Context: an optimization exercise on an open-source flow, tuned for small area, a short achievable clock period and few clock cycles per item. The choices shown serve that exercise and are no tape-out recipe. Function was checked by simulation only, so behaviour that the tests miss may differ from the original. Power figures rest on the tool's default switching activity, not on a simulated workload.

==> flow/design.v <==
module sum_stationary #(
  parameter int DATA_WIDTH = 8,
  parameter int N = 4,
  parameter int C_DATA_WIDTH = (2 * DATA_WIDTH) + $clog2(N),
  parameter int COUNTER_BITS = 16,
  parameter int LEN_BITS = 12      
) (
  input                             clk,
  input                             reset,
  input                             a_input_valid,
  input                             b_input_valid,
  input                             output_ready,
  output                            input_ready,
  output logic                      output_valid,
  input                             output_by_row,
  input        [COUNTER_BITS-1:0]   len_input,
  input        [N*DATA_WIDTH-1:0]   a_data,
  input        [N*DATA_WIDTH-1:0]   b_data,
  output logic [N*C_DATA_WIDTH-1:0] c_data_streaming
);
  localparam int DW = DATA_WIDTH;
  localparam int CW = C_DATA_WIDTH;
  logic                in_first;   
  logic [LEN_BITS-1:0] rem;        
  logic                rem_is1;    
  logic                v_r, f_r, l_r;    
  logic [N*DW-1:0]     a_r, b_r;
  logic                full;       
  logic                b0;         
  logic [N-1:1]        rs, cs;     
  logic                last_beat;
  assign last_beat = rs[N-1] || cs[N-1];
  logic out_xfer;
  assign out_xfer = full && output_ready && !reset;
  assign input_ready = !in_first ||
                       (!(v_r && l_r) && (!full || (last_beat && output_ready)));
  logic hs;
  assign hs = a_input_valid && b_input_valid && input_ready && !reset;
  logic len_is1;
  assign len_is1 = len_input[LEN_BITS-1:0] == 1;
  always_ff @(posedge clk) begin
    if (reset) begin
      in_first <= 1'b1;
      rem      <= '0;
      rem_is1  <= 1'b0;
      v_r      <= 1'b0;
      f_r      <= 1'b0;
      l_r      <= 1'b0;
    end else begin
      v_r <= hs;
      f_r <= hs && in_first;
      l_r <= hs && (in_first ? len_is1 : rem_is1);
      if (hs) begin
        if (in_first) begin
          rem      <= len_input[LEN_BITS-1:0] - 1'b1;
          rem_is1  <= len_input[LEN_BITS-1:0] == 2;
          in_first <= len_is1;
        end else begin
          rem      <= rem - 1'b1;
          rem_is1  <= rem == 2;
          in_first <= rem_is1;
        end
      end
    end
  end
  always_ff @(posedge clk) begin
    a_r <= hs ? a_data : '0;
    b_r <= b_data;
  end
  logic [CW-1:0] acc [N][N];
  generate
    genvar i, j;
    for (i = 0; i < N; i++) begin : row
      for (j = 0; j < N; j++) begin : col
        logic [CW-1:0] acc_in, acc_nx;
        assign acc_in = f_r ? {CW{1'b0}} : acc[i][j];
        ss_mac18 u_mac (
          .a(a_r[i*DW +: DW]),
          .b(b_r[j*DW +: DW]),
          .c(acc_in),
          .y(acc_nx)
        );
        always_ff @(posedge clk) acc[i][j] <= acc_nx;
      end
    end
  endgenerate
  always_ff @(posedge clk) begin
    if (reset) begin
      full <= 1'b0;
      b0   <= 1'b1;
      rs   <= '0;
      cs   <= '0;
    end else begin
      if (out_xfer) begin
        b0 <= last_beat;
        rs <= {rs[N-2:1], b0 && output_by_row};
        cs <= {cs[N-2:1], b0 && !output_by_row};
      end
      if (v_r && l_r) full <= 1'b1;
      else if (out_xfer && last_beat) full <= 1'b0;
    end
  end
  assign output_valid = full;
  always_comb begin
    for (int e = 0; e < N; e++) begin
      c_data_streaming[e*CW +: CW] = b0 ? (output_by_row ? acc[0][e] : acc[e][0]) : '0;
      for (int r = 1; r < N; r++) begin
        c_data_streaming[e*CW +: CW] = c_data_streaming[e*CW +: CW]
                                      | ({CW{rs[r]}} & acc[r][e])
                                      | ({CW{cs[r]}} & acc[e][r]);
      end
    end
  end
endmodule
module ss_mac18 (input [7:0] a, input [7:0] b, input [17:0] c, output [17:0] y);
  wire t1, t2, t3, t4, t5, t6, t7, t8, t9, t10, t11, t12, t13, t14, t15, t16, t17, t18, t19, t20, t21, t22, t23, t24, t25, t26, t27, t28, t29, t30, t31, t32, t33, t34, t35, t36, t37, t38, t39, t40, t41, t42, t43, t44, t45, t46, t47, t48, t49, t50, t51, t52, t53, t54, t55, t56, t57, t58, t59, t60, t61, t62, t63, t64, t65, t66, t67, t68, t69, t70, t71, t72, t73, t74, t75, t76, t77, t78, t79, t80, t81, t82, t83, t84, t85, t86, t87, t88, t89, t90, t91, t92, t93, t94, t95, t96, t97, t98, t99, t100, t101, t102, t103, t104, t105, t106, t107, t108, t109, t110, t111, t112;
  assign t1 = (a[0] & b[5]) ^ (a[1] & b[4]);
  assign t2 = (a[0] & b[5]) & (a[1] & b[4]);
  assign t3 = (a[0] & b[6]) ^ (a[1] & b[5]) ^ (a[2] & b[4]);
  assign t4 = ((a[0] & b[6]) & (a[1] & b[5])) | ((a[0] & b[6]) & (a[2] & b[4])) | ((a[1] & b[5]) & (a[2] & b[4]));
  assign t5 = (a[3] & b[3]) ^ (a[4] & b[2]);
  assign t6 = (a[3] & b[3]) & (a[4] & b[2]);
  assign t7 = (a[0] & b[7]) ^ (a[1] & b[6]) ^ (a[2] & b[5]);
  assign t8 = ((a[0] & b[7]) & (a[1] & b[6])) | ((a[0] & b[7]) & (a[2] & b[5])) | ((a[1] & b[6]) & (a[2] & b[5]));
  assign t9 = (a[3] & b[4]) ^ (a[4] & b[3]) ^ (a[5] & b[2]);
  assign t10 = ((a[3] & b[4]) & (a[4] & b[3])) | ((a[3] & b[4]) & (a[5] & b[2])) | ((a[4] & b[3]) & (a[5] & b[2]));
  assign t11 = (a[6] & b[1]) ^ (a[7] & b[0]);
  assign t12 = (a[6] & b[1]) & (a[7] & b[0]);
  assign t13 = (a[1] & b[7]) ^ (a[2] & b[6]) ^ (a[3] & b[5]);
  assign t14 = ((a[1] & b[7]) & (a[2] & b[6])) | ((a[1] & b[7]) & (a[3] & b[5])) | ((a[2] & b[6]) & (a[3] & b[5]));
  assign t15 = (a[4] & b[4]) ^ (a[5] & b[3]) ^ (a[6] & b[2]);
  assign t16 = ((a[4] & b[4]) & (a[5] & b[3])) | ((a[4] & b[4]) & (a[6] & b[2])) | ((a[5] & b[3]) & (a[6] & b[2]));
  assign t17 = (a[7] & b[1]) ^ c[8];
  assign t18 = (a[7] & b[1]) & c[8];
  assign t19 = (a[2] & b[7]) ^ (a[3] & b[6]) ^ (a[4] & b[5]);
  assign t20 = ((a[2] & b[7]) & (a[3] & b[6])) | ((a[2] & b[7]) & (a[4] & b[5])) | ((a[3] & b[6]) & (a[4] & b[5]));
  assign t21 = (a[5] & b[4]) ^ (a[6] & b[3]) ^ (a[7] & b[2]);
  assign t22 = ((a[5] & b[4]) & (a[6] & b[3])) | ((a[5] & b[4]) & (a[7] & b[2])) | ((a[6] & b[3]) & (a[7] & b[2]));
  assign t23 = (a[3] & b[7]) ^ (a[4] & b[6]) ^ (a[5] & b[5]);
  assign t24 = ((a[3] & b[7]) & (a[4] & b[6])) | ((a[3] & b[7]) & (a[5] & b[5])) | ((a[4] & b[6]) & (a[5] & b[5]));
  assign t25 = (a[0] & b[3]) ^ (a[1] & b[2]);
  assign t26 = (a[0] & b[3]) & (a[1] & b[2]);
  assign t27 = (a[0] & b[4]) ^ (a[1] & b[3]) ^ (a[2] & b[2]);
  assign t28 = ((a[0] & b[4]) & (a[1] & b[3])) | ((a[0] & b[4]) & (a[2] & b[2])) | ((a[1] & b[3]) & (a[2] & b[2]));
  assign t29 = (a[3] & b[1]) ^ (a[4] & b[0]);
  assign t30 = (a[3] & b[1]) & (a[4] & b[0]);
  assign t31 = (a[2] & b[3]) ^ (a[3] & b[2]) ^ (a[4] & b[1]);
  assign t32 = ((a[2] & b[3]) & (a[3] & b[2])) | ((a[2] & b[3]) & (a[4] & b[1])) | ((a[3] & b[2]) & (a[4] & b[1]));
  assign t33 = (a[5] & b[0]) ^ c[5] ^ t1;
  assign t34 = ((a[5] & b[0]) & c[5]) | ((a[5] & b[0]) & t1) | (c[5] & t1);
  assign t35 = (a[5] & b[1]) ^ (a[6] & b[0]) ^ c[6];
  assign t36 = ((a[5] & b[1]) & (a[6] & b[0])) | ((a[5] & b[1]) & c[6]) | ((a[6] & b[0]) & c[6]);
  assign t37 = t3 ^ t5 ^ t2;
  assign t38 = (t3 & t5) | (t3 & t2) | (t5 & t2);
  assign t39 = c[7] ^ t7 ^ t9;
  assign t40 = (c[7] & t7) | (c[7] & t9) | (t7 & t9);
  assign t41 = t11 ^ t4 ^ t6;
  assign t42 = (t11 & t4) | (t11 & t6) | (t4 & t6);
  assign t43 = t13 ^ t15 ^ t17;
  assign t44 = (t13 & t15) | (t13 & t17) | (t15 & t17);
  assign t45 = t8 ^ t10 ^ t12;
  assign t46 = (t8 & t10) | (t8 & t12) | (t10 & t12);
  assign t47 = c[9] ^ t19 ^ t21;
  assign t48 = (c[9] & t19) | (c[9] & t21) | (t19 & t21);
  assign t49 = t14 ^ t16 ^ t18;
  assign t50 = (t14 & t16) | (t14 & t18) | (t16 & t18);
  assign t51 = (a[6] & b[4]) ^ (a[7] & b[3]) ^ c[10];
  assign t52 = ((a[6] & b[4]) & (a[7] & b[3])) | ((a[6] & b[4]) & c[10]) | ((a[7] & b[3]) & c[10]);
  assign t53 = t23 ^ t20 ^ t22;
  assign t54 = (t23 & t20) | (t23 & t22) | (t20 & t22);
  assign t55 = (a[4] & b[7]) ^ (a[5] & b[6]) ^ (a[6] & b[5]);
  assign t56 = ((a[4] & b[7]) & (a[5] & b[6])) | ((a[4] & b[7]) & (a[6] & b[5])) | ((a[5] & b[6]) & (a[6] & b[5]));
  assign t57 = (a[7] & b[4]) ^ c[11] ^ t24;
  assign t58 = ((a[7] & b[4]) & c[11]) | ((a[7] & b[4]) & t24) | (c[11] & t24);
  assign t59 = (a[5] & b[7]) ^ (a[6] & b[6]) ^ (a[7] & b[5]);
  assign t60 = ((a[5] & b[7]) & (a[6] & b[6])) | ((a[5] & b[7]) & (a[7] & b[5])) | ((a[6] & b[6]) & (a[7] & b[5]));
  assign t61 = (a[0] & b[2]) ^ (a[1] & b[1]);
  assign t62 = (a[0] & b[2]) & (a[1] & b[1]);
  assign t63 = (a[2] & b[1]) ^ (a[3] & b[0]) ^ c[3];
  assign t64 = ((a[2] & b[1]) & (a[3] & b[0])) | ((a[2] & b[1]) & c[3]) | ((a[3] & b[0]) & c[3]);
  assign t65 = c[4] ^ t27 ^ t29;
  assign t66 = (c[4] & t27) | (c[4] & t29) | (t27 & t29);
  assign t67 = t31 ^ t33 ^ t28;
  assign t68 = (t31 & t33) | (t31 & t28) | (t33 & t28);
  assign t69 = t35 ^ t37 ^ t32;
  assign t70 = (t35 & t37) | (t35 & t32) | (t37 & t32);
  assign t71 = t39 ^ t41 ^ t36;
  assign t72 = (t39 & t41) | (t39 & t36) | (t41 & t36);
  assign t73 = t43 ^ t45 ^ t40;
  assign t74 = (t43 & t45) | (t43 & t40) | (t45 & t40);
  assign t75 = t47 ^ t49 ^ t44;
  assign t76 = (t47 & t49) | (t47 & t44) | (t49 & t44);
  assign t77 = t51 ^ t53 ^ t48;
  assign t78 = (t51 & t53) | (t51 & t48) | (t53 & t48);
  assign t79 = t55 ^ t57 ^ t52;
  assign t80 = (t55 & t57) | (t55 & t52) | (t57 & t52);
  assign t81 = c[12] ^ t59 ^ t56;
  assign t82 = (c[12] & t59) | (c[12] & t56) | (t59 & t56);
  assign t83 = (a[6] & b[7]) ^ (a[7] & b[6]) ^ c[13];
  assign t84 = ((a[6] & b[7]) & (a[7] & b[6])) | ((a[6] & b[7]) & c[13]) | ((a[7] & b[6]) & c[13]);
  assign t85 = (a[0] & b[1]) ^ (a[1] & b[0]);
  assign t86 = (a[0] & b[1]) & (a[1] & b[0]);
  assign t87 = (a[2] & b[0]) ^ c[2] ^ t61;
  assign t88 = ((a[2] & b[0]) & c[2]) | ((a[2] & b[0]) & t61) | (c[2] & t61);
  assign t89 = t25 ^ t63 ^ t62;
  assign t90 = (t25 & t63) | (t25 & t62) | (t63 & t62);
  assign t91 = t26 ^ t65 ^ t64;
  assign t92 = (t26 & t65) | (t26 & t64) | (t65 & t64);
  assign t93 = t30 ^ t67 ^ t66;
  assign t94 = (t30 & t67) | (t30 & t66) | (t67 & t66);
  assign t95 = t34 ^ t69 ^ t68;
  assign t96 = (t34 & t69) | (t34 & t68) | (t69 & t68);
  assign t97 = t38 ^ t71 ^ t70;
  assign t98 = (t38 & t71) | (t38 & t70) | (t71 & t70);
  assign t99 = t42 ^ t73 ^ t72;
  assign t100 = (t42 & t73) | (t42 & t72) | (t73 & t72);
  assign t101 = t46 ^ t75 ^ t74;
  assign t102 = (t46 & t75) | (t46 & t74) | (t75 & t74);
  assign t103 = t50 ^ t77 ^ t76;
  assign t104 = (t50 & t77) | (t50 & t76) | (t77 & t76);
  assign t105 = t54 ^ t79 ^ t78;
  assign t106 = (t54 & t79) | (t54 & t78) | (t79 & t78);
  assign t107 = t58 ^ t81 ^ t80;
  assign t108 = (t58 & t81) | (t58 & t80) | (t81 & t80);
  assign t109 = t60 ^ t83 ^ t82;
  assign t110 = (t60 & t83) | (t60 & t82) | (t83 & t82);
  assign t111 = (a[7] & b[7]) ^ c[14] ^ t84;
  assign t112 = ((a[7] & b[7]) & c[14]) | ((a[7] & b[7]) & t84) | (c[14] & t84);
  wire [17:0] r0 = {c[17], c[16], c[15], t111, t109, t107, t105, t103, t101, t99, t97, t95, t93, t91, t89, t87, c[1], (a[0] & b[0])};
  wire [17:0] r1 = {1'b0, 1'b0, t112, t110, t108, t106, t104, t102, t100, t98, t96, t94, t92, t90, t88, t86, t85, c[0]};
  assign y = r0 + r1;
endmodule
==> flow/run.sh <==
#!/bin/bash
# synth_recipe.tcl (not shown) runs the flow's synth.tcl, then flattens the netlist and writes it again
# the make line also repeats each setting of config.mk as NAME=value (left out here)
make -C /OpenROAD-flow-scripts/flow DESIGN_CONFIG=/design/flow/config.mk WORK_HOME=/design/flow/orfs CLKGATE_MAP_FILE= SYNTH_SCRIPT=/design/flow/synth_recipe.tcl finish
==> flow/config.mk <==
export PLATFORM = sky130hd
export DESIGN_NAME = sum_stationary
export DESIGN_NICKNAME = sum_stationary
export VERILOG_FILES = /design/flow/design.v
export SDC_FILE = /design/flow/constraint.sdc
export NUM_CORES = 4
export LEC_CHECK = 0
export CAP_MARGIN = 20
export CORE_MARGIN = 2
export CORE_UTILIZATION = 40
export PLACE_DENSITY = 0.6
export SETUP_SLACK_MARGIN = 0.6
export SLEW_MARGIN = 20
==> flow/constraint.sdc <==
create_clock -name core_clock -period 6.0 [get_ports {clk}]
set_input_delay 1.2000 -clock core_clock [delete_from_list [all_inputs] [get_ports {clk}]]
set_output_delay 1.2000 -clock core_clock [all_outputs]
set_load 0.01 [all_outputs]
==> flow_results.org, run 1 <==
** Routing
- Detail-routed net length per standard cell :: 23.2 um
- For this block, the via count after detailed routing is 41700.
- The first detailed-routing pass took 6 iterations.
- Dividing the detail-routed via count by the number of cells gives 5.52.
- Once detail routing completed, the nets flagged for antenna violations numbered 0.
- In this run, the number of DRC markers left after iteration 0 of detailed routing was 3517.
- Final wirelength :: 175000 um
- Drc violations :: 0

** Synthesis
- Yosys printed 2 warnings.
- In the synthesized netlist the dominant register cell turns out to be dfxtp_1.
- Post-synthesis register bit count :: 377
- Synthesis produced a netlist with a net count of 7041.
- Count of flip-flops with a built-in enable after synthesis :: 0
- Mapped Cells :: 5784
- Avg Inst Size Synth :: 8.86 um2
- In this run, distinct cell masters in the synthesized netlist total 85.
- Sequential elements use 14.7% of the synthesized area.
- Syn Std Cell Area :: 51200 um2
- After synthesis, the share of flip-flops with an asynchronous set or reset is 0%.

** Clock tree
- Clock sink total :: 377
- Number of buffers on the longest clock path :: 3
- The clock reaches the later pin of the worst-skew pair after 700 ps.
- Clock-pin slew was measured on the worst setup and hold paths at 60 ps.
- The H-tree generated during clock tree synthesis spans 2 levels.
- Num CTS Buffers :: 55
- The tree is rooted in a clkbuf_16.
- TritonCTS built the clock tree.

** Hold path
- Hold path depth :: 2
- The startpoint identified for the worst hold timing path is rem[10]$_SDFFE_PP0P_.
- For hold timing, the worst endpoint is rem[10]$_SDFFE_PP0P_.
- Class of the most critical hold timing path :: reg -> reg

** Setup path
- The worst setup path is captured at a flop.
- Setup slack on the worst reg-to-reg path comes out at 820 ps.
- Most common cell type on the critical path :: fa_1
- At the worst endpoint, the required time is 6560 ps.
- Data arrives at the worst endpoint at 5740 ps.
- Largest stage delay on the critical path :: 960 ps
- The largest individual stage delay along the critical path comes from the cell dfxtp_1.
- STA classifies the critical path startpoint as a flop.
- CP Cell Sequence :: nand2_1 > fa_1 > inv_1 > fa_1 > inv_1 > fa_1 > fa_1 > inv_1 > ha_1 > and3_1 > a221oi_1 > o22ai_1 > xnor2_1 > nor2_1
- Destination of the worst register-to-register timing path :: acc[14][17]$_DFF_P_
- Critical path fanouts, max :: 14
- Crit path max-delay family :: adder cells
- In this run the critical register-to-register path is launched from a_r[29]$_SDFF_PN0_.
- Number of buffers and inverters on the critical path :: 3
- Type of the setup path with the least slack :: reg -> reg
- The number of cells on the worst reg-to-reg path is 14.

** Die
- Number of core rows :: 131
- In this run the horizontal extent of the chip is 362 um.
- Standard cell core area :: 127000 um2
- The die covers 131000 um2.
- For this configuration, the core starts out at a cell density of 40.2%.
- Chip height :: 362 um
- Total I/O pin count :: 160

** Final layout
- The post-route netlist has 5.84% of its cells at a drive strength greater than 1.
- Counting the fill cells in the layout gives 12300.
- Total non-filler cell area in the finished layout :: 57000 um2
- The library cell used most frequently in the layout, excluding fill and tap cells, is fa_1.
- Commonest cells after routing, fill and taps aside :: fa_1, inv_1, nand2_1, and2_1, ha_1
- After the flow finishes, the layout carries non-filler instances totaling 7544.
- The area growth from synthesis to layout is 11.4%.
- Final-stage net count :: 7088

** Timing
- Worst-Margin Slew :: 1060 ps
- Clock tree skew after final layout :: 37.1 ps
- PnR worst setup slack :: 815 ps
- Setup violations remaining at the end of the flow were counted as 0.
- Max Transition Viols Final :: 0
- Highest Clock Rate :: 193 MHz
- Setup repair after global routing left no endpoint under its margin.
- Measured against its own limit, the worst slew margin works out to 29.5%.
- Dividing the final minimum period by the clock period gives 86.4%.
- Summed over all failing endpoints, the final setup total negative slack is 0 ps.
- Subtracting the final worst setup slack from the clock period gives 5180 ps.
- Hold Violations, Final :: 0

** Global route
- Overflow after GRT :: 0
- Global-route wire length before repair :: 266000 um
- Maximum number of pins on one net before global-route repair :: 70
- Across every metal layer, demand over resource in global routing totals 26.9%.
- Via count of the first global-routing pass :: 42800
- Initial antenna violation count :: 12

** Placement
- In this run the tool buffered the top-level ports with 155 buffer cells.
- Placed standard-cell area :: 55000 um2
- Total placed cells including tap cells :: 7436
- Summed over all nets, the half-perimeter wirelength after detailed placement is 134000 um.
- Worst setup slack after placement :: 828 ps
- GP Congestion :: 0.973

** Power
- In this run the power density over the cells is 320 nW/um2.
- The worst-case IR drop observed on VDD is 0.256 mV.
- In this run the static leakage power is 27.8 nW.

** Run status
- The run finished with no timing, DRC or antenna violations.

** Job
- Max-cap violations :: 0
-- cell usage after synthesis (75+ instances only) --
library cell | number | area (um2)
a21oi_1 | 208 | 1040
clkbuf_1 | 293 | 1100
fa_1 | 784 | 15700
a21o_1 | 107 | 803
inv_1 | 759 | 2850
nor2b_1 | 204 | 1280
nand3_1 | 75 | 375
nand2b_1 | 129 | 807
ha_1 | 387 | 4840
nand2_1 | 664 | 2490
and2_1 | 563 | 3520
a22oi_1 | 150 | 1130
nor2_1 | 180 | 676
xnor2_1 | 157 | 1380
dfxtp_1 | 377 | 7550
o21ai_0 | 137 | 686
-- worst reg2reg max path, delay by kind of cell, from the launching register on --
family | cells | cell delay, ps
compound gates | 2 | 920
xor+xnor | 1 | 210
fa+ha+maj | 5 | 2420
buf+inv | 3 | 140
flops | 1 | 960
simple gates | 3 | 420
-- power breakdown --
part / total [mW] / internal [mW] / switching, mW
logic: 9.64 / 4.19 / 5.45
clock network: 3.79 / 2.29 / 1.50
registers: 4.83 / 3.46 / 1.37
total: 18.3 / 9.94 / 8.32
-- routing by layer --
layer | routed length [um] | GRT usage [%]
met1 | 72600 | 35.0
met2 | 78400 | 42.4
met4 | 9730 | 13.5
met3 | 13800 | 5.75
met5 | 62 | 0
-- metrics by stage --
| step | total power, mW | hold WS, ps | util, % |
|---|---|---|---|
| 6_report | 18.3 | 494 | 44.8 |
| 5_1_grt | 19.6 | 521 | 44.8 |
| 3_5_place_dp | 14.3 | 480 | 43.2 |
| 3_3_place_gp | 14.2 | 469 | 43.2 |
| 4_1_cts | 18.3 | 494 | 44.8 |
| 2_1_floorplan | 10.9 | 452 | - |
-- area by class of cell --
cell class	count	area [um2]	share of cell area (%)
clock buffer	70	1550	2.71
multi-input combinational	4339	39700	69.5
tap	1662	2080	3.65
timing repair buffer	299	2850	5.00
inverter	759	2850	4.99
clock inverter	32	475	0.833
antenna	6	15.0	0.0263
sequential	377	7560	13.3
-- cells by family after synthesis --
| family | synth area share, % |
|---|---|
| and+or+nand+nor | 19.7 |
| DFF | 14.7 |
| AOI/OAI and AO/OA | 12.3 |
| adders and majority gates | 40.1 |
| muxes | 1.42 |
| xor gates and xnor gates | 3.93 |
| buffers and inverters | 7.83 |
-- state kept, by name, indices dropped and copies added, names as in the netlist --
register and flops:
l_r 1, cs 3, f_r 1, acc 288, full 1, in_first 1
rem 12, b_r 32, a_r 32, v_r 1, b0 1, rs 3
rem_is1 1
-- timing repair --
item,CTS,global route
hold buffers,0,0
gates resized for setup,0,1
endpoints found under the setup margin,0,4
buffers inserted,0,0
-- how the worst max path moves through the flow --
| stage | startpoint | endpoint | slack, ps | cells past startpoint |
|---|---|---|---|---|
| 6_report | a_r[29]$_SDFF_PN0_ | acc[14][17]$_DFF_P_ | 820 | 14 |
| 5_1_grt | b_r[27]$_DFF_P_ | acc[7][16]$_DFF_P_ | 620 | 16 |
| 4_1_cts | b_r[20]$_DFF_P_ | acc[6][16]$_DFF_P_ | 760 | 17 |
| 3_5_place_dp | b_r[20]$_DFF_P_ | acc[6][16]$_DFF_P_ | 830 | 17 |
| 3_3_place_gp | b_r[20]$_DFF_P_ | acc[14][17]$_DFF_P_ | 810 | 15 |
| 2_1_floorplan | f_r$_SDFF_PP0_ | acc[10][15]$_DFF_P_ | 1230 | 18 |
Testbench counts, summed over its fixed seeds: cycles 5,211, tiles 128.
==> run 2, diff against run 1 <==
--- a/flow/config.mk
+++ b/flow/config.mk
@@ -10,4 +10,4 @@
 export CORE_UTILIZATION = 40
 export PLACE_DENSITY = 0.6
-export SETUP_SLACK_MARGIN = 0.6
+export SETUP_SLACK_MARGIN = 1.2
 export SLEW_MARGIN = 20
==> run 2 against run 1 <==
Net effect: still clean; cell count rose by 1.4%; highest routed layer unchanged; maximum frequency rose by 9.2%; critical endpoint is now acc[2][17]$_DFF_P_; clock power barely moved; synthesized cell count did not move; total power rose by 3.1%; global-route usage rose by 0.20 points.
==> flow_results.org, run 2 <==
** Run status
- Result of the run :: timing/DRC/antenna clean

** Routing
- Final wirelength :: 192000 um (+9.9%)
- Avg Vias per Cell :: 5.62 (+1.7%)
- The number of nets with antenna violations after routing came to 0 (unchanged).
- The DRC violation count after routing is 0 (unchanged).
- Starting DRT DRC Count :: 4006 (+14%)
- The wire length per cell after detailed routing came to 25.1 um (+8.4%).
- Detailed-route via count :: 43000 (+3.1%)
- Number of optimization iterations in the first detailed-route pass :: 6 (unchanged)

** Global route
- Global-route wire length before repair :: 268000 um (+0.59%)
- The number of global-route vias before repair came to 42900 (+0.22%).
- The global-route congestion overflow total is 0 (unchanged).
- The number of antenna violations at the first check in global routing is 16 (+4).
- The largest net degree at the start of global routing is 70 (unchanged).
- Combined global-route utilization of all metal layers :: 27.2% (+0.20 points)

** Synthesis
- The proportion of register bits with asynchronous set or reset after synthesis was 0% (unchanged).
- The total of flip-flops plus latches after synthesis is 377 (unchanged).
- Most used standard cells in the synthesized netlist :: fa_1, inv_1, nand2_1
- Mapped Cells :: 5784 (unchanged)
- Synthesis warning total :: 2 (unchanged)
- Yosys top cell area share :: 30.6% (unchanged)
- The post-synthesis share of cell area spent on full adders, half adders and majority gates is 40.1% (unchanged).
- The synthesized netlist net count was 7041 (unchanged).
- The area of the mapped netlist was 51200 um2 (unchanged).
- In the synthesized netlist the dominant register cell turns out to be dfxtp_1.
- Dominant combinational cell family by area after synthesis :: adder cells
- Top cells by area, synth :: fa_1, dfxtp_1, ha_1
- Xor-xnor portion of the synthesized cell area :: 3.93% (unchanged)
- Avg Inst Size Synth :: 8.86 um2 (unchanged)
- The post-synthesis compound-gate area fraction was 12.3% (unchanged).
- Most repeated cell in the gate-level netlist after synthesis :: fa_1
- The synthesized design spends more area on one cell type than any other, namely fa_1.
- The number of enable flip-flop cells after synthesis was 0 (unchanged).
- Basic-gate share of the synthesized area counting and, or, nand and nor cells :: 19.7% (unchanged)
- Sequential fraction of the synthesis area :: 14.7% (unchanged)
- The distinct cell type count after synthesis was 85 (unchanged).
- Multiplexer share of the synthesized area :: 1.42% (unchanged)

** Timing
- Period utilization :: 79.1% (-7.3 points)
- The transition time at the pin with the least slew margin is 1070 ps (+11.5 ps).
- Slew HR :: 28.7% (-0.76 points)
- The worst hold slack after final layout was 496 ps (+2.23 ps).
- The number of setup violations in the final report was 0 (unchanged).
- The maximum frequency from static timing analysis is 211 MHz (+9.2%).
- The setup total negative slack was 0 ps (unchanged).
- The total count of hold-check failures in the final report came to 0 (unchanged).
- The worst clock skew on the final layout is 31.6 ps (-5.51 ps).
- Setup repair after global routing could not meet its margin everywhere.
- The post-layout minimum cycle time was 4750 ps (-438 ps).
- The number of pins with negative max-slew slack in the final report came to 0 (unchanged).

** Die
- The initial cell density of the core came to 40.2% (unchanged).
- Standard cell core area :: 127000 um2 (unchanged)
- Number of core rows :: 131 (unchanged)
- The die outline width is 362 um (unchanged).
- Chip height :: 362 um (unchanged)
- The area of the die came to 131000 um2 (unchanged).
- The I/O pin count was 160 (unchanged).

** Setup path
- Crit path max-delay cell type :: fa_1
- Element type at the critical path end :: flop
- CP Cell Sequence :: buf_12 > and2_4 > fa_1 > fa_1 > fa_1 > fa_1 > ha_4 > nand3_2 > or4b_1 > o211ai_1 > o31ai_4 > nor3b_2 > o31a_1 > mux2_4
- Critical path fanouts, max :: 8 (-6)
- The most numerous cell type found on the critical path is fa_1.
- The largest incremental delay on the critical path came to 600 ps (-360 ps).
- The reg2reg setup slack was 1250 ps (+440 ps).
- The required arrival time at the worst endpoint came to 6590 ps (+30 ps).
- Crit start category :: flop
- In this run the critical register-to-register path is launched from b_r[21]$_DFF_P_.
- Type of the setup path with the least slack :: reg -> reg
- Destination of the worst register-to-register timing path :: acc[2][17]$_DFF_P_
- The cell depth of the worst flop-to-flop path was 14 (unchanged).
- The arrival time of the worst setup path is 5330 ps (-410 ps).

** Final layout
- The flip-flop count of the largest register after layout came to 288 (unchanged).
- Ranked by flip-flop count, first place goes to acc.
- Fraction of final layout cells with drive strength greater than 1 :: 9.18% (+3.3 points)
- The library cell used most frequently in the layout, excluding fill and tap cells, is fa_1.
- Signed area change from the synthesized netlist to the final layout :: 15.9%
- The flip-flop and latch area was 7710 um2 (+2.0%).
- Filler-free cell count of the finished design :: 7648 (+1.4%)
- The count of nets after finishing is 7184 (+1.4%).
- Commonest cells after routing, fill and taps aside :: fa_1, inv_1, nand2_1, and2_1, ha_1
- In the final layout, the registers with the most flip-flops are acc x288, a_r x32, b_r x32.
- # fillers :: 12100 (-1.8%)
- The multi-input gate area in the final layout was 40100 um2 (+1.1%).

** Clock tree
- In this run the clock root is driven by a clkbuf_16.
- The clock net sink count is 377 (unchanged).
- Num CTS Buffers :: 55 (unchanged)
- CTS tree :: yes
- Htree depth :: 2 (unchanged)
- The maximum root-to-sink buffer count was 3 (unchanged).
- Clock input transition at the sequential cells of the worst setup and hold paths :: 60 ps (about the same)
- Hold Buf Count CTS :: 0 (unchanged)
- The clock network latency to the later pin of the worst-skew pair came to 700 ps (about the same).

** Job
- Max-cap violations :: 0 (unchanged)

** Hold path
- In this run the worst hold path is classified as reg -> reg.
- Hold Path Sink :: rem[11]$_SDFFE_PP0P_
- The depth of the worst hold-timing path came to 2 (unchanged).
- Hold_sp :: rem[11]$_SDFFE_PP0P_

** Power
- Pwr/cell area :: 317 nW/um2 (-0.95%)
- The peak supply drop came to 0.258 mV (+0.60%).
- Switching power as a share of total power :: 45.8% (+0.28 points)
- The internal power summed over all cells was 10.2 mW (+2.5%).
- The part of the power in registers came to 25.8% (-0.6 points).
- The combinational share of power is 54.0% (+1.2 points).
- The proportion of power drawn by the clock network was 20.2% (-0.5 points).
- The total leakage power came to 28.6 nW (+3.1%).
- The switching power total was 8.63 mW (+3.7%).

** Placement
- The final estimated routing congestion in global placement came to 0.973 (unchanged).
- DP Wirelength :: 134000 um (unchanged)
- Total placed cells including tap cells :: 7436 (unchanged)
- Buffers on Ports :: 155 (unchanged)
[run 2: cell counts after synthesis]
No cell type changed its count.
[run 2: kinds of logic after synthesis]
| family | after synthesis |
|---|---|
| AOI/OAI and AO/OA | 907 |
| DFF | 377 |
| muxes | 65 |
| buffers and inverters | 1068 |
| and+or+nand+nor | 1966 |
| adders and majority gates | 1171 |
| xor gates and xnor gates | 230 |
[run 2: how the worst max path moves through the flow]
stage	from	endpoint	slack, ps	cells past startpoint
global route	b_r[21]$_DFF_P_	acc[2][17]$_DFF_P_	1130	14
floorplan	f_r$_SDFF_PP0_	acc[10][15]$_DFF_P_	1230	18
global placement	b_r[20]$_DFF_P_	acc[14][17]$_DFF_P_	810	15
detailed placement	b_r[20]$_DFF_P_	acc[6][16]$_DFF_P_	830	17
finish	b_r[21]$_DFF_P_	acc[2][17]$_DFF_P_	1250	14
CTS	b_r[18]$_DFF_P_	acc[6][16]$_DFF_P_	1150	17
[run 2: cell type report]
| cell class | instances | share of cell area (%) |
|---|---|---|
| Clock inverter | 32 | 0.801 |
| Clock buffer | 70 | 2.60 |
| Antenna cell | 14 | 0.0590 |
| Inverter | 759 | 4.80 |
| Multi-Input combinational cell | 4339 | 67.5 |
| Tap cell | 1662 | 3.50 |
| Sequential cell | 377 | 13.0 |
| Timing Repair Buffer | 395 | 7.70 |
[run 2: routing by layer]
| layer | up-vias | track usage (%) | wire length, um |
|---|---|---|---|
| li1 | 19000 | - | - |
| met1 | 21800 | 35.2 | 76200 |
| met2 | 1787 | 42.4 | 85000 |
| met3 | 447 | 5.88 | 18000 |
| met4 | 6 | 14.4 | 12800 |
| met5 | - | 0 | 43 |
[run 2: power groups by stage]
stage	Combinational [mW]	Sequential (mW)	Clock, mW
2_1_floorplan	7.01	3.93	0
3_3_place_gp	9.41	4.81	0
3_5_place_dp	9.55	4.80	0
4_1_cts	9.69	4.76	3.84
5_1_grt	11.3	4.85	3.93
6_report	10.2	4.85	3.80
[run 2: what timing repair did]
action	CTS	global route
endpoints found under the setup margin	89	70
buffers inserted	6	67
pin swaps	3	26
hold endpoints to repair	0	0
resized for setup	65	190
cloned	2	21
[run 2: per-stage QoR]
stage	util (%)	power (mW)	area [um2]	setup slack, ps
2_1_floorplan	-	10.9	51200	1230
3_3_place_gp	43.2	14.2	55000	811
3_5_place_dp	43.2	14.3	55000	828
4_1_cts	45.0	18.3	57300	1150
5_1_grt	46.6	20.1	59300	1130
6_report	46.6	18.8	59400	1250
[run 2: critical path, delay by kind of cell (launching register included)]
family | cells | cell delay (ps)
muxes | 1 | 290
DFF | 1 | 420
buffers and inverters | 1 | 210
and+or+nand+nor | 4 | 890
adders and majority gates | 5 | 2360
AOI/OAI and AO/OA | 3 | 470
==> run 3, diff against run 2 <==
--- a/flow/config.mk
+++ b/flow/config.mk
@@ -10,4 +10,3 @@
 export CORE_UTILIZATION = 40
 export PLACE_DENSITY = 0.6
-export SETUP_SLACK_MARGIN = 1.2
 export SLEW_MARGIN = 20
==> run 3 against run 2 <==
Net effect: combinational power is 5% lower; via count shrank 2.9%; die area stayed put; non-clock buffer count fell by 96; synthesized area stayed put; still clean on timing, DRC and antenna; wire length down 9.0%; sequential share of layout area rose by 0.26 points.
==> flow_results.org, run 3 <==
** Timing
- Max Transition Viols Final :: 0 (unchanged)
- Hold Violations, Final :: 0 (unchanged)
- The post-layout minimum cycle time is 5260 ps (+509 ps).
- Worst-Margin Slew :: 1140 ps (+66.8 ps)
- The maximum frequency from static timing analysis is 190 MHz (-9.7%).
- Worst hold margin :: 494 ps (-2.25 ps)
- Total of endpoints with negative setup slack in the final report :: 0 (unchanged)
- The setup total negative slack is 0 ps (unchanged).
- Slew HR :: 24.2% (-4.5 points)
- Period utilization :: 87.6% (+8.5 points)
- Setup repair after global routing left no endpoint under its margin.
- Clock tree skew after final layout :: 35.9 ps (+4.27 ps)

** Power
- Pwr/cell area :: 320 nW/um2 (+0.93%)
- The peak supply drop is 0.257 mV (-0.41%).
- The net switching share of the total power is 45.5% (-0.29 points).
- Net switching power :: 8.31 mW (-3.6%)
- Total power :: 18.3 mW (-3.0%)
- Cell-internal power :: 9.94 mW (-2.5%)
- The combinational share of power was 52.8% (-1.2 points).
- The proportion of power drawn by the clock network is 20.8% (+0.6 points).
- Power share of the sequential group :: 26.4% (+0.6 points)
- Static leakage :: 27.8 nW (-3.0%)

** Setup path
- The worst path buffer plus inverter count is 4 (+3).
- Crit path max-delay cell type :: dfxtp_1
- The required arrival time at the worst endpoint is 6560 ps (-30 ps).
- The startpoint identified for the worst register-to-register timing path is b_r[20]$_DFF_P_.
- The cell that appears most often on the critical path is fa_1.
- The largest incremental delay on the critical path came to 680 ps (+80 ps).
- Worst setup slack for register-to-register paths :: 740 ps (-510 ps)
- The arrival time of the worst setup path was 5820 ps (+490 ps).
- Critical path fanouts, max :: 18 (+10)
- The worst setup path is of the reg -> reg kind.
- The endpoint identified for the worst register-to-register timing path is acc[6][16]$_DFF_P_.
- CP Cell Sequence :: buf_4 > nand2_1 > fa_1 > inv_1 > fa_1 > inv_1 > fa_1 > fa_1 > inv_1 > ha_1 > and2_1 > a31o_2 > o21ai_0 > a21oi_1 > nor3_2 > nor3_1 > a311o_1
- The cell depth of the worst flop-to-flop path was 17 (+3).
- Crit start category :: flop
- Element type at the critical path end :: flop
- The cell family contributing the most delay on the critical path is adder cells.

** Placement
- Buffers on Ports :: 155 (unchanged)
- DP Wirelength :: 134000 um (unchanged)
- The final estimated routing congestion in global placement came to 0.973 (unchanged).

** Die
- The die outline width was 362 um (unchanged).
- Die area :: 131000 um2 (unchanged)
- Effective utilization at floorplan :: 40.2% (unchanged)
- The vertical extent of the die is 362 um (unchanged).
- Standard cell core area :: 127000 um2 (unchanged)
- The placement row count was 131 (unchanged).
- The I/O pin count is 160 (unchanged).

** Final layout
- The area growth from synthesis to layout is 11.4%.
- The flip-flop count of the largest register after layout came to 288 (unchanged).
- Commonest cells after routing, fill and taps aside :: fa_1, inv_1, nand2_1, and2_1, ha_1
- Leaving out fill and tap cells, the most frequent cell in the layout is fa_1.
- Final-stage net count :: 7088 (-1.3%)
- The fraction of layout instances using a drive strength above 1 came to 5.82% (-3.4 points).
- The largest registers in the layout are acc x288, a_r x32, b_r x32.
- Register containing the most flip-flops in the final layout :: acc

** Clock tree
- Post-CTS setup buffers :: 0 (-6)
- Num CTS Buffers :: 55 (unchanged)
- Number of buffers on the longest clock path :: 3 (unchanged)
- Clock sink total :: 377 (unchanged)
- CTS tree :: yes
- Clock input transition at the sequential cells of the worst setup and hold paths :: 60 ps (about the same)
- Clk root buf :: clkbuf_16
- The count of instances resized after the clock tree is built came to 0 (-100%).
- The depth of the CTS H-tree came to 2 (unchanged).
- The clock network latency to the later pin of the worst-skew pair was 690 ps (about the same).
- The total of hold buffers inserted after clock tree synthesis came to 0 (unchanged).

** Routing
- The final wirelength is 175000 um (-9.0%).
- The iteration count of the initial detailed-routing pass was 6 (unchanged).
- Detailed-route via count :: 41700 (-2.9%)
- Starting DRT DRC Count :: 3580 (-11%)
- The wire length per cell after detailed routing was 23.2 um (-7.7%).
- The routed via count divided by cell count came to 5.53 (-1.6%).
- Drc violations :: 0 (unchanged)
- The number of nets with antenna violations after routing was 0 (unchanged).

** Hold path
- The depth of the worst hold-timing path is 2 (unchanged).
- Hold_sp :: rem[10]$_SDFFE_PP0P_
- The path class of the tightest hold or removal check is reg -> reg.
- Hold Path Sink :: rem[10]$_SDFFE_PP0P_

** Synthesis
- The synthesized netlist net count is 7041 (unchanged).
- Among all flip-flop cells after synthesis, the most frequent one is dfxtp_1.
- The proportion of register bits with asynchronous set or reset after synthesis is 0% (unchanged).
- The share of Yosys cell area claimed by the top area cell type was 30.6% (unchanged).
- Largest area contributor in the synthesized netlist :: fa_1
- The gate count of the mapped netlist is 5784 (unchanged).
- Top cells by area, synth :: fa_1, dfxtp_1, ha_1
- Post-synthesis register bit count :: 377 (unchanged)
- Syn Std Cell Area :: 51200 um2 (unchanged)
- Synthesis warning total :: 2 (unchanged)
- The distinct cell type count after synthesis came to 85 (unchanged).
- Avg Inst Size Synth :: 8.86 um2 (unchanged)
- Sequential fraction of the synthesis area :: 14.7% (unchanged)
- Most used standard cells in the synthesized netlist :: fa_1, inv_1, nand2_1
- The number of enable flip-flop cells after synthesis is 0 (unchanged).
- Most repeated cell in the gate-level netlist after synthesis :: fa_1

** Global route
- The wire length of the first global-routing pass came to 266000 um (-0.59%).
- The total global-route track usage came to 26.9% (-0.20 points).
- Via count of the first global-routing pass :: 42800 (-0.22%)
- Maximum number of pins on one net before global-route repair :: 70 (unchanged)
- The global-route congestion overflow total came to 0 (unchanged).
- The number of antenna violations at the first check in global routing came to 12 (-4).

** Run status
- Result of the run :: timing/DRC/antenna clean

** Job
- The number of max-cap violations was 0 (unchanged).
## run 3: cell counts after synthesis
Identical to the previous run, type by type.
## run 3: final cells by class
cell class / count / area, um2
Multi-Input combinational cell: 4339 / 39700
Clock inverter: 32 / 475
Inverter: 759 / 2850
Sequential cell: 377 / 7560
Clock buffer: 70 / 1550
Fill cell: 12300 / 70300
Antenna cell: 7 / 17.5
Timing Repair Buffer: 299 / 2850
Tap cell: 1662 / 2080
## run 3: power by group through the flow
stage          Clock [mW]  Sequential, mW  Combinational (mW)
2_1_floorplan           0            3.93                7.01
3_3_place_gp            0            4.81                9.41
3_5_place_dp            0            4.80                9.55
4_1_cts              3.84            4.76                9.65
5_1_grt              3.93            4.85                10.8
6_report             3.79            4.82                9.64
## run 3: worst max path at each step
stage                               start                   to  slack (ps)  cells after the start
after floorplan            f_r$_SDFF_PP0_  acc[10][15]$_DFF_P_        1230                     18
after global placement    b_r[20]$_DFF_P_  acc[14][17]$_DFF_P_         810                     15
after detailed placement  b_r[20]$_DFF_P_   acc[6][16]$_DFF_P_         830                     17
after CTS                 b_r[20]$_DFF_P_   acc[6][16]$_DFF_P_         760                     17
after global routing      b_r[20]$_DFF_P_   acc[6][16]$_DFF_P_         440                     17
final                     b_r[20]$_DFF_P_   acc[6][16]$_DFF_P_         740                     17
## run 3: through the flow
step	util, %	setup WS, ps	std cells	instance area [um2]
floorplan	-	1230	5784	51200
global placement	43.2	811	7436	55000
detailed placement	43.2	828	7436	55000
CTS	44.8	764	7538	57000
global route	44.8	439	7539	57000
finish	44.8	744	7545	57000
## run 3: cell families (layout without fill, tap and decap cells)
| logic type | after synthesis | after routing | synth area share [%] |
|---|---|---|---|
| flip-flops | 377 | 377 | 14.7 |
| buffers and inverters | 1068 | 1160 | 7.83 |
| adder cells (fa/ha/maj) | 1171 | 1171 | 40.1 |
| multiplexers | 65 | 65 | 1.42 |
| XOR/XNOR | 230 | 230 | 3.93 |
| AO/OA/AOI/OAI | 907 | 907 | 12.3 |
| AND/OR/NAND/NOR | 1966 | 1966 | 19.7 |
| other | 0 | 7 | 0 |
## run 3: worst register-to-register path, delay by kind of cell (launching register included)
kind,cells,cell delay (ps)
adder cells (fa/ha/maj),5,2390
AO/OA/AOI/OAI,4,760
AND/OR/NAND/NOR,4,750
flip-flops,1,680
buffers and inverters,4,570
## run 3: layer usage
layer / vias to the layer above / global-route usage [%] / part of all wire [%]
met1: 21100 / 35.0 / 41
li1: 18700 / - / -
met3: 357 / 5.75 / 8.1
met4: 8 / 13.5 / 5.5
met2: 1573 / 42.4 / 45
met5: - / 0 / 0.029

port drivers added, routing unchanged:
Ports are ideal in the flow. The routed layouts listed here were re-timed in OpenROAD.
Step 1 assumes that a clkbuf_16 drives the clock port and a buf_2 every other input.
Step 2 times the ports against the registers' clock, not the clock port: input delays grow and output delays shrink by t, the midpoint of the rising clock arrivals with the driver on.
a / b / c = no drivers / after step 1 / after step 2; a / b = the first two.
run | t (ns) | slack for setup (ns) | hold WS [ns]
run 1 | 0.751 | 0.815 / 0.815 / 0.815 | 0.494 / 0.494 / 0.494
run 2 | 0.756 | 1.253 / 1.214 / 1.214 | 0.496 / 0.496 / 0.496
run 3 | 0.750 | 0.744 / 0.744 / 0.744 | 0.494 / 0.494 / 0.494
After both steps every run listed still meets setup and hold. For run 2, which loses most, drivers alone change the setup slack by -0.039 ns; drivers and shift together by -0.039 ns.
